This design comes from an exercise in tuning for small area on the open sky130 flow, not from production work. The RTL was checked by simulation tests, not by an equivalence proof against the original design. Power and IR drop assume default switching activity.

## rev 12
Design top, start of the top module:
module top (
        input sysclk_in,
        input reset,
        output ERROR_OUT,
        input VIN0,
        input VIN1,
        input SPI_MOSI,
        output SPI_MISO,
        input SPI_SCK,
        input SPI_SSEL,
        output STP0,
        output DIR0,
        output STP1,
        output DIR1,
        output STP2,
        output DIR2,
        output STP3,
        output DIR3,
        output STP4,
        output DIR4,
        output DOUT0,
        output DOUT1,
        output DOUT2,
        output DOUT3,
        output DOUT4,
        output DOUT5,
        input DIN0,
        input DIN1,
        input DIN2,
        input DIN3,
        input DIN4,
        output PWMOUT0,
        output PWMOUT1,
        output ENA
    );
    wire ERROR;
    assign ERROR_OUT = ERROR;
    wire [207:0] rx_data;
    wire rx_valid;
    wire [31:0] jointFreqCmd0 = {rx_data[183:176], rx_data[191:184], rx_data[199:192], rx_data[207:200]};
    wire [31:0] jointFreqCmd1 = {rx_data[151:144], rx_data[159:152], rx_data[167:160], rx_data[175:168]};
  ...
For scale: ~3700 cells after synthesis, about 1100 flip-flops, ~44000 µm² of cells after synthesis.
Settings: LEC_CHECK=0, CAP_MARGIN=20, CORE_MARGIN=2, CORE_UTILIZATION=70, SLEW_MARGIN=20; clock period 20.0 ns.
standard.sh (not shown) runs the stock make flow with config.mk's settings and CLKGATE_MAP_FILE= SYNTH_SCRIPT=/design/flow/synth_recipe.tcl, a recipe that flattens the netlist after the stock synthesis.
==> flow/flow/run.sh <==
#!/bin/bash
# Own layout flow: the standard layout (standard.sh, all ORFS steps) with
# these changes:
# - synthesis maps the logic with an area-oriented ABC script (see
#   area_synth.tcl); the registers are exactly the standard synthesis's;
# - clock tree synthesis gets its own arguments (CTS below: clkbuf_16 sink
#   clusters, no dummy loads);
# - the port buffers are buf_1 cells (PORTBUF below); every port still gets one.
# The make output goes to flow_make.log in the work folder; each ORFS step's
# own log is under orfs/logs/.
set -euo pipefail
W=$(pwd)
export AREA_ABC_SCRIPT="$W/flow/abc_area.script"
export FLOW_SYNTH_TCL="$W/synth_recipe.tcl"
CTS='-sink_clustering_enable -repair_clock_nets -sink_clustering_size 30 -sink_clustering_max_diameter 70 -buf_list sky130_fd_sc_hd__clkbuf_16 -dont_use_dummy_load'
PORTBUF='-buffer_cell sky130_fd_sc_hd__buf_1'
sed "s#SYNTH_SCRIPT=[^ ]*#SYNTH_SCRIPT=$W/flow/area_synth.tcl 'CTS_ARGS=$CTS' 'BUFFER_PORTS_ARGS=$PORTBUF'#" standard.sh > area_standard.sh
grep -q "SYNTH_SCRIPT=$W/flow/area_synth.tcl" area_standard.sh
bash area_standard.sh > flow_make.log 2>&1
test -f out/final.def
==> flow/flow/abc_area.script <==
strash
dch -f
amap
topo
==> flow/flow/area_synth.tcl <==
# The standard synthesis script (synth_recipe.tcl), run unchanged except that
# ABC maps the logic with an area-oriented script (abc_area.script) instead of
# ORFS's delay-oriented one. ABC only maps combinational logic: the registers
# are mapped before it runs, so they are exactly the standard synthesis's.
proc abc {args} {
  set i [lsearch -exact $args -script]
  if { $i >= 0 } {
    lset args [expr {$i + 1}] $::env(AREA_ABC_SCRIPT)
  }
  yosys abc {*}$args
}
source $::env(FLOW_SYNTH_TCL)
No stage failed in rev 12, and the final checks on the layout all came back clean.
Edits applied to the flow inputs when going from rev 12 to rev 13:
- swapping 70 for 40 in CORE_UTILIZATION
- putting CTS_BUF_LIST at sky130_fd_sc_hd__clkbuf_4 where nothing was set
- putting ABC_AREA at 1 where nothing was set
- putting CTS_CLUSTER_SIZE at 20 where nothing was set
==> flow/run.sh (new file) <==
#!/bin/bash
# synth_recipe.tcl (not shown) runs the flow's synth.tcl, then flattens the netlist and writes it again
# the make line also repeats each setting of config.mk as NAME=value (left out here)
make -C /OpenROAD-flow-scripts/flow DESIGN_CONFIG=/design/flow/config.mk WORK_HOME=/design/flow/orfs CLKGATE_MAP_FILE= SYNTH_SCRIPT=/design/flow/synth_recipe.tcl finish
removed: flow/flow/run.sh
removed: flow/flow/abc_area.script
removed: flow/flow/area_synth.tcl
removed: flow/standard.sh
Results
Having completed the whole flow, rev 13 delivered a layout that passed the timing, design-rule and antenna checks. Comparing rev 13 and rev 12, the lower synthesized area per cell was measured on rev 13. Power in combinational cells ended up about 11% lower on rev 13 than on rev 12. The setup slack of rev 13 is larger than that of rev 12. Complex-gate fraction of the synthesized area was higher in the run labelled rev 12. Total global-route track usage: rev 13 and rev 12 compared, higher one is rev 12. Rev 13: synthesis-to-layout area growth is 5.7 points higher than what rev 12 reported. Between rev 12 and rev 13, the sequential group power does not differ in any meaningful way. The run showing the greater maximum clock path buffer count is rev 13. Sort rev 13 and rev 12 by critical path depth, ascending, and rev 13 comes first. The final total power of rev 13 exceeds that of rev 12 by 26%.

---

top, a different RTL version from the one above (not shown whole).
Size: about 3600 cells after synthesis.
export LEC_CHECK = 0
export CAP_MARGIN = 20
export CORE_MARGIN = 2
export CORE_UTILIZATION = 80
export SLEW_MARGIN = 20
create_clock -name core_clock -period 20.0 [get_ports {sysclk_in}]
==> flow/flow/run.sh <==
#!/bin/bash
# Own layout flow: the standard layout (standard.sh, all ORFS steps) with
# these changes:
# - synthesis maps the logic with an area-oriented ABC script (see
#   area_synth.tcl); the registers are exactly the standard synthesis's;
# - clock tree synthesis gets its own arguments (CTS below: clkbuf_16 sink
#   clusters, no dummy loads);
# - the port buffers are buf_1 cells (PORTBUF below); every port still gets one.
# The make output goes to flow_make.log in the work folder; each ORFS step's
# own log is under orfs/logs/.
set -euo pipefail
W=$(pwd)
export AREA_ABC_SCRIPT="$W/flow/abc_area.script"
export FLOW_SYNTH_TCL="$W/synth_recipe.tcl"
CTS='-sink_clustering_enable -repair_clock_nets -sink_clustering_size 32 -sink_clustering_max_diameter 70 -buf_list sky130_fd_sc_hd__clkbuf_16 -dont_use_dummy_load'
PORTBUF='-buffer_cell sky130_fd_sc_hd__buf_1'
sed "s#SYNTH_SCRIPT=[^ ]*#SYNTH_SCRIPT=$W/flow/area_synth.tcl 'CTS_ARGS=$CTS' 'BUFFER_PORTS_ARGS=$PORTBUF'#" standard.sh > area_standard.sh
grep -q "SYNTH_SCRIPT=$W/flow/area_synth.tcl" area_standard.sh
bash area_standard.sh > flow_make.log 2>&1
test -f out/final.def
==> flow/flow/abc_area.script <==
strash
dc2
dch -f
amap -F 20 -A 20 -C 5000
topo
==> flow/flow/area_synth.tcl <==
# The standard synthesis script (synth_recipe.tcl), run unchanged except that
# ABC maps the logic with an area-oriented script (abc_area.script) instead of
# ORFS's delay-oriented one. ABC only maps combinational logic: the registers
# are mapped before it runs, so they are exactly the standard synthesis's.
proc abc {args} {
  set i [lsearch -exact $args -script]
  if { $i >= 0 } {
    lset args [expr {$i + 1}] $::env(AREA_ABC_SCRIPT)
  }
  yosys abc {*}$args
}
source $::env(FLOW_SYNTH_TCL)
Then changed:
- CAP_MARGIN: 20 -> 0
- SLEW_MARGIN: 20 -> 0
=>
- register-to-register slack is worse by 20 ps
- maximum frequency hardly moves
- setup slack got worse by 23 ps
- design area is about the same
- routed wire length stays flat

---

Setup of north:
top, a different RTL version from the one above (not shown whole).
For scale: roughly 1,100 flip-flops, about 33 I/O pins, roughly 43,000 µm² of cells after synthesis.
clock: 20.0 ns
lec_check: 0
cap_margin: 20
core_margin: 2
core_utilization: 85
slew_margin: 20
Scripts as last shown in full above: flow/flow/run.sh, flow/flow/abc_area.script, flow/flow/area_synth.tcl
Having completed the whole flow, north delivered a layout that passed the timing, design-rule and antenna checks.
diff inputs: north => west
Settings: changing CORE_UTILIZATION from 85 to 80.
### Flow results
The worst setup path endpoint comes out stepgen3.pos[31] in one run and stepgen3.pos[30] in the other, namely in north and west respectively.
As of west, critical path depth had risen slightly compared to north.
Multi-input gate share of the layout cell area delta (west -> north): insignificant
Sort west and north by worst-case reg-to-reg path depth desc -> top: west
Between west and north, the average wire per cell in the routed design is lower for west.
[compare] base=north new=west: cell area after layout now sits at about the same level, total chip power neither gained nor lost much, worst-case hold slack rose 0.0037 ns, number of core rows up about 2.4%.

---

RTL: one of the versions met above, not the one the previous note started from.
Size in the first run: ~3,700 cells after synthesis, about 1,100 flip-flops.
export LEC_CHECK = 0
export CAP_MARGIN = 20
export CORE_MARGIN = 2
export CORE_UTILIZATION = 60
export SLEW_MARGIN = 20
create_clock -name core_clock -period 20.0 [get_ports {sysclk_in}]
==> flow/flow/run.sh <==
#!/bin/bash
# Own layout flow: the standard layout (standard.sh, all ORFS steps) with two
# changes: synthesis maps the logic with an area-oriented ABC script (see
# area_synth.tcl; the registers are the standard synthesis's), and clock tree
# synthesis gets its own arguments (CTS_ARGS below: clkbuf_16 sink clusters,
# no dummy loads). The make output goes to flow_make.log in the work folder;
# each ORFS step's own log is under orfs/logs/.
set -euo pipefail
W=$(pwd)
export AREA_ABC_SCRIPT="$W/flow/abc_area.script"
export FLOW_SYNTH_TCL="$W/synth_recipe.tcl"
CTS='-sink_clustering_enable -repair_clock_nets -sink_clustering_size 25 -sink_clustering_max_diameter 60 -buf_list sky130_fd_sc_hd__clkbuf_16 -dont_use_dummy_load'
sed "s#SYNTH_SCRIPT=[^ ]*#SYNTH_SCRIPT=$W/flow/area_synth.tcl 'CTS_ARGS=$CTS'#" standard.sh > area_standard.sh
grep -q "SYNTH_SCRIPT=$W/flow/area_synth.tcl" area_standard.sh
bash area_standard.sh > flow_make.log 2>&1
test -f out/final.def
==> flow/flow/abc_area.script <==
strash
dch -f
amap
topo
Scripts as last shown in full above: flow/flow/area_synth.tcl
==> next run, changes <==
==> flow/flow/run.sh (replaced) <==
#!/bin/bash
# Own layout flow: the standard layout (standard.sh, all ORFS steps) with
# these changes:
# - synthesis maps the logic with an area-oriented ABC script (see
#   area_synth.tcl); the registers are exactly the standard synthesis's;
# - clock tree synthesis gets its own arguments (CTS below: clkbuf_16 sink
#   clusters, no dummy loads);
# - the port buffers are buf_1 cells (PORTBUF below); every port still gets one.
# The make output goes to flow_make.log in the work folder; each ORFS step's
# own log is under orfs/logs/.
set -euo pipefail
W=$(pwd)
export AREA_ABC_SCRIPT="$W/flow/abc_area.script"
export FLOW_SYNTH_TCL="$W/synth_recipe.tcl"
CTS='-sink_clustering_enable -repair_clock_nets -sink_clustering_size 30 -sink_clustering_max_diameter 70 -buf_list sky130_fd_sc_hd__clkbuf_16 -dont_use_dummy_load'
PORTBUF='-buffer_cell sky130_fd_sc_hd__buf_1'
sed "s#SYNTH_SCRIPT=[^ ]*#SYNTH_SCRIPT=$W/flow/area_synth.tcl 'CTS_ARGS=$CTS' 'BUFFER_PORTS_ARGS=$PORTBUF'#" standard.sh > area_standard.sh
grep -q "SYNTH_SCRIPT=$W/flow/area_synth.tcl" area_standard.sh
bash area_standard.sh > flow_make.log 2>&1
test -f out/final.def
==> flow/flow/abc_area.script (replaced) <==
strash
dc2
dch -f
amap -F 20 -A 20 -C 5000
topo
CORE_UTILIZATION = 70   (was 60)
After rerunning:
- total power fell by a little under a tenth
- die area drops by about a fifth
- routed wire length rises by a few percent
- cell count goes down by a few percent
- synthesized area went down slightly
- synthesized cell count goes down slightly
- count of clock-buffer cells in the layout went down by 26
- worst setup slack is better by 5.2 ns
==> next run, changes <==
==> flow/flow/run.sh (replaced) <==
#!/bin/bash
# Own layout flow: the standard layout (standard.sh, all ORFS steps) with two
# changes: synthesis maps the logic with an area-oriented ABC script (see
# area_synth.tcl; the registers are the standard synthesis's), and clock tree
# synthesis gets its own arguments (CTS_ARGS below: clkbuf_16 sink clusters,
# no dummy loads). The make output goes to flow_make.log in the work folder;
# each ORFS step's own log is under orfs/logs/.
set -euo pipefail
W=$(pwd)
export AREA_ABC_SCRIPT="$W/flow/abc_area.script"
export FLOW_SYNTH_TCL="$W/synth_recipe.tcl"
CTS='-sink_clustering_enable -repair_clock_nets -sink_clustering_size 20 -sink_clustering_max_diameter 50 -buf_list sky130_fd_sc_hd__clkbuf_8 sky130_fd_sc_hd__clkbuf_16 -dont_use_dummy_load'
sed "s#SYNTH_SCRIPT=[^ ]*#SYNTH_SCRIPT=$W/flow/area_synth.tcl 'CTS_ARGS=$CTS'#" standard.sh > area_standard.sh
grep -q "SYNTH_SCRIPT=$W/flow/area_synth.tcl" area_standard.sh
bash area_standard.sh > flow_make.log 2>&1
test -f out/final.def
==> flow/flow/abc_area.script (replaced) <==
strash
dch -f
amap
topo
CORE_UTILIZATION = 60   (was 70)
After rerunning:
- Now the flow aborted during clock tree synthesis (4_1_cts)
- synthesized cell count grows by 0.58%
- synthesized area grows by 1.4%
==> next run, changes <==
==> flow/flow/run.sh (replaced) <==
#!/bin/bash
# Own layout flow: the standard layout (standard.sh, all ORFS steps) with
# these changes:
# - synthesis maps the logic with an area-oriented ABC script (see
#   area_synth.tcl); the registers are exactly the standard synthesis's;
# - clock tree synthesis gets its own arguments (CTS below: clkbuf_16 sink
#   clusters, no dummy loads);
# - the port buffers are buf_1 cells (PORTBUF below); every port still gets one.
# The make output goes to flow_make.log in the work folder; each ORFS step's
# own log is under orfs/logs/.
set -euo pipefail
W=$(pwd)
export AREA_ABC_SCRIPT="$W/flow/abc_area.script"
export FLOW_SYNTH_TCL="$W/synth_recipe.tcl"
CTS='-sink_clustering_enable -repair_clock_nets -sink_clustering_size 30 -sink_clustering_max_diameter 70 -buf_list sky130_fd_sc_hd__clkbuf_16 -dont_use_dummy_load'
PORTBUF='-buffer_cell sky130_fd_sc_hd__buf_1'
sed "s#SYNTH_SCRIPT=[^ ]*#SYNTH_SCRIPT=$W/flow/area_synth.tcl 'CTS_ARGS=$CTS' 'BUFFER_PORTS_ARGS=$PORTBUF'#" standard.sh > area_standard.sh
grep -q "SYNTH_SCRIPT=$W/flow/area_synth.tcl" area_standard.sh
bash area_standard.sh > flow_make.log 2>&1
test -f out/final.def
CORE_UTILIZATION = 70   (was 60)
GPL_TIMING_DRIVEN = 0   (was default)
Result:
- Now the flow completed with no timing, DRC or antenna violations
- synthesized cell count does not change
- area after synthesis is unchanged
==> next run, changes <==
--- a/flow/flow/run.sh
+++ b/flow/flow/run.sh
@@ -13,5 +13,5 @@
 export AREA_ABC_SCRIPT="$W/flow/abc_area.script"
 export FLOW_SYNTH_TCL="$W/synth_recipe.tcl"
-CTS='-sink_clustering_enable -repair_clock_nets -sink_clustering_size 30 -sink_clustering_max_diameter 70 -buf_list sky130_fd_sc_hd__clkbuf_16 -dont_use_dummy_load'
+CTS='-sink_clustering_enable -repair_clock_nets -sink_clustering_size 32 -sink_clustering_max_diameter 70 -buf_list sky130_fd_sc_hd__clkbuf_16 -dont_use_dummy_load'
 PORTBUF='-buffer_cell sky130_fd_sc_hd__buf_1'
 sed "s#SYNTH_SCRIPT=[^ ]*#SYNTH_SCRIPT=$W/flow/area_synth.tcl 'CTS_ARGS=$CTS' 'BUFFER_PORTS_ARGS=$PORTBUF'#" standard.sh > area_standard.sh
==> flow/flow/abc_area.script (replaced) <==
strash
dc2
dch -f
amap -F 20 -A 20 -C 5000
topo
CORE_UTILIZATION = 80   (was 70)
GPL_TIMING_DRIVEN = default   (was 0)
Core utilization went up by 9.2 points.
Wire length came out higher by roughly a tenth.
Worst hold slack gets better by 0.018 ns.
Clock skew goes down by 0.028 ns.
Power came out lower slightly.
Design area went down by a few percent.
Critical path depth is lower by 58.
Register-to-register slack gets better by 4.1 ns.
Via count goes up by a few percent.
==> next run, changes <==
--- a/flow/flow/run.sh
+++ b/flow/flow/run.sh
@@ -13,5 +13,5 @@
 export AREA_ABC_SCRIPT="$W/flow/abc_area.script"
 export FLOW_SYNTH_TCL="$W/synth_recipe.tcl"
-CTS='-sink_clustering_enable -repair_clock_nets -sink_clustering_size 32 -sink_clustering_max_diameter 70 -buf_list sky130_fd_sc_hd__clkbuf_16 -dont_use_dummy_load'
+CTS='-sink_clustering_enable -repair_clock_nets -sink_clustering_size 30 -sink_clustering_max_diameter 70 -buf_list {sky130_fd_sc_hd__clkbuf_8 sky130_fd_sc_hd__clkbuf_16} -dont_use_dummy_load'
 PORTBUF='-buffer_cell sky130_fd_sc_hd__buf_1'
 sed "s#SYNTH_SCRIPT=[^ ]*#SYNTH_SCRIPT=$W/flow/area_synth.tcl 'CTS_ARGS=$CTS' 'BUFFER_PORTS_ARGS=$PORTBUF'#" standard.sh > area_standard.sh
==> flow/flow/abc_area.script (replaced) <==
strash
dch -f
amap
topo
CORE_UTILIZATION = 60   (was 80)
Outcome: The changed run passed the timing, design-rule and antenna checks; global-route usage went down by 11 points; area after synthesis went up by about 1.4%; wire length went down by about 9%; combinational power went up by about 5%; clock-buffer cell count went up by 7; first-iteration DRC count went down by 37%; design area went up by 2.5%.

-- port drivers added, routing unchanged --
In the flow no input, the clock included, has a driving cell. The finished layouts below were timed again as built, in two steps. Step 1: set_driving_cell puts a clkbuf_16 on sysclk_in and a buf_2 on each other input, an assumption about the parent block. Step 2 adds t to the input delays and takes it off the output delays; t is the mean of the earliest and latest rising clock arrival at the registers after step 1. Input paths then give back, and output paths get back, about the clock's delay inside the block. Slacks: no drivers / after step 1 / after step 2; pairs: no drivers / after step 1.
| run | shift t [ns] | slack for setup (ns) | worst setup path after step 2 | worst slew at a driven data input, ns |
|---|---|---|---|---|
| rev 12 | 0.672 | 2.608 / 2.608 / 2.608 | register to register | 0.05 |
| rev 13 | 1.203 | 10.995 / 10.933 / 12.136 | register to output | 0.04 |
| the first run of note 2 | 0.686 | 7.762 / 7.762 / 7.762 | register to register | 0.05 |
| the second run of note 2 | 0.685 | 7.740 / 7.740 / 7.740 | register to register | 0.05 |
| north | 0.678 | 6.352 / 6.352 / 6.352 | register to register | 0.04 |
| west | 0.673 | 7.200 / 7.200 / 7.200 | register to register | 0.03 |
| the first run of note 4 | 0.669 | 2.661 / 2.661 / 2.661 | register to register | 0.04 |
| the second run of note 4 | 0.669 | 7.812 / 7.812 / 7.812 | register to register | 0.05 |
| the fourth run of note 4 | 0.681 | 2.435 / 2.435 / 2.435 | register to register | 0.04 |
| the fifth run of note 4 | 0.674 | 6.556 / 6.556 / 6.556 | register to register | 0.04 |
| the sixth run of note 4 | 0.690 | 2.734 / 2.734 / 2.734 | register to register | 0.04 |
After both steps setup and hold are still met in every run listed.
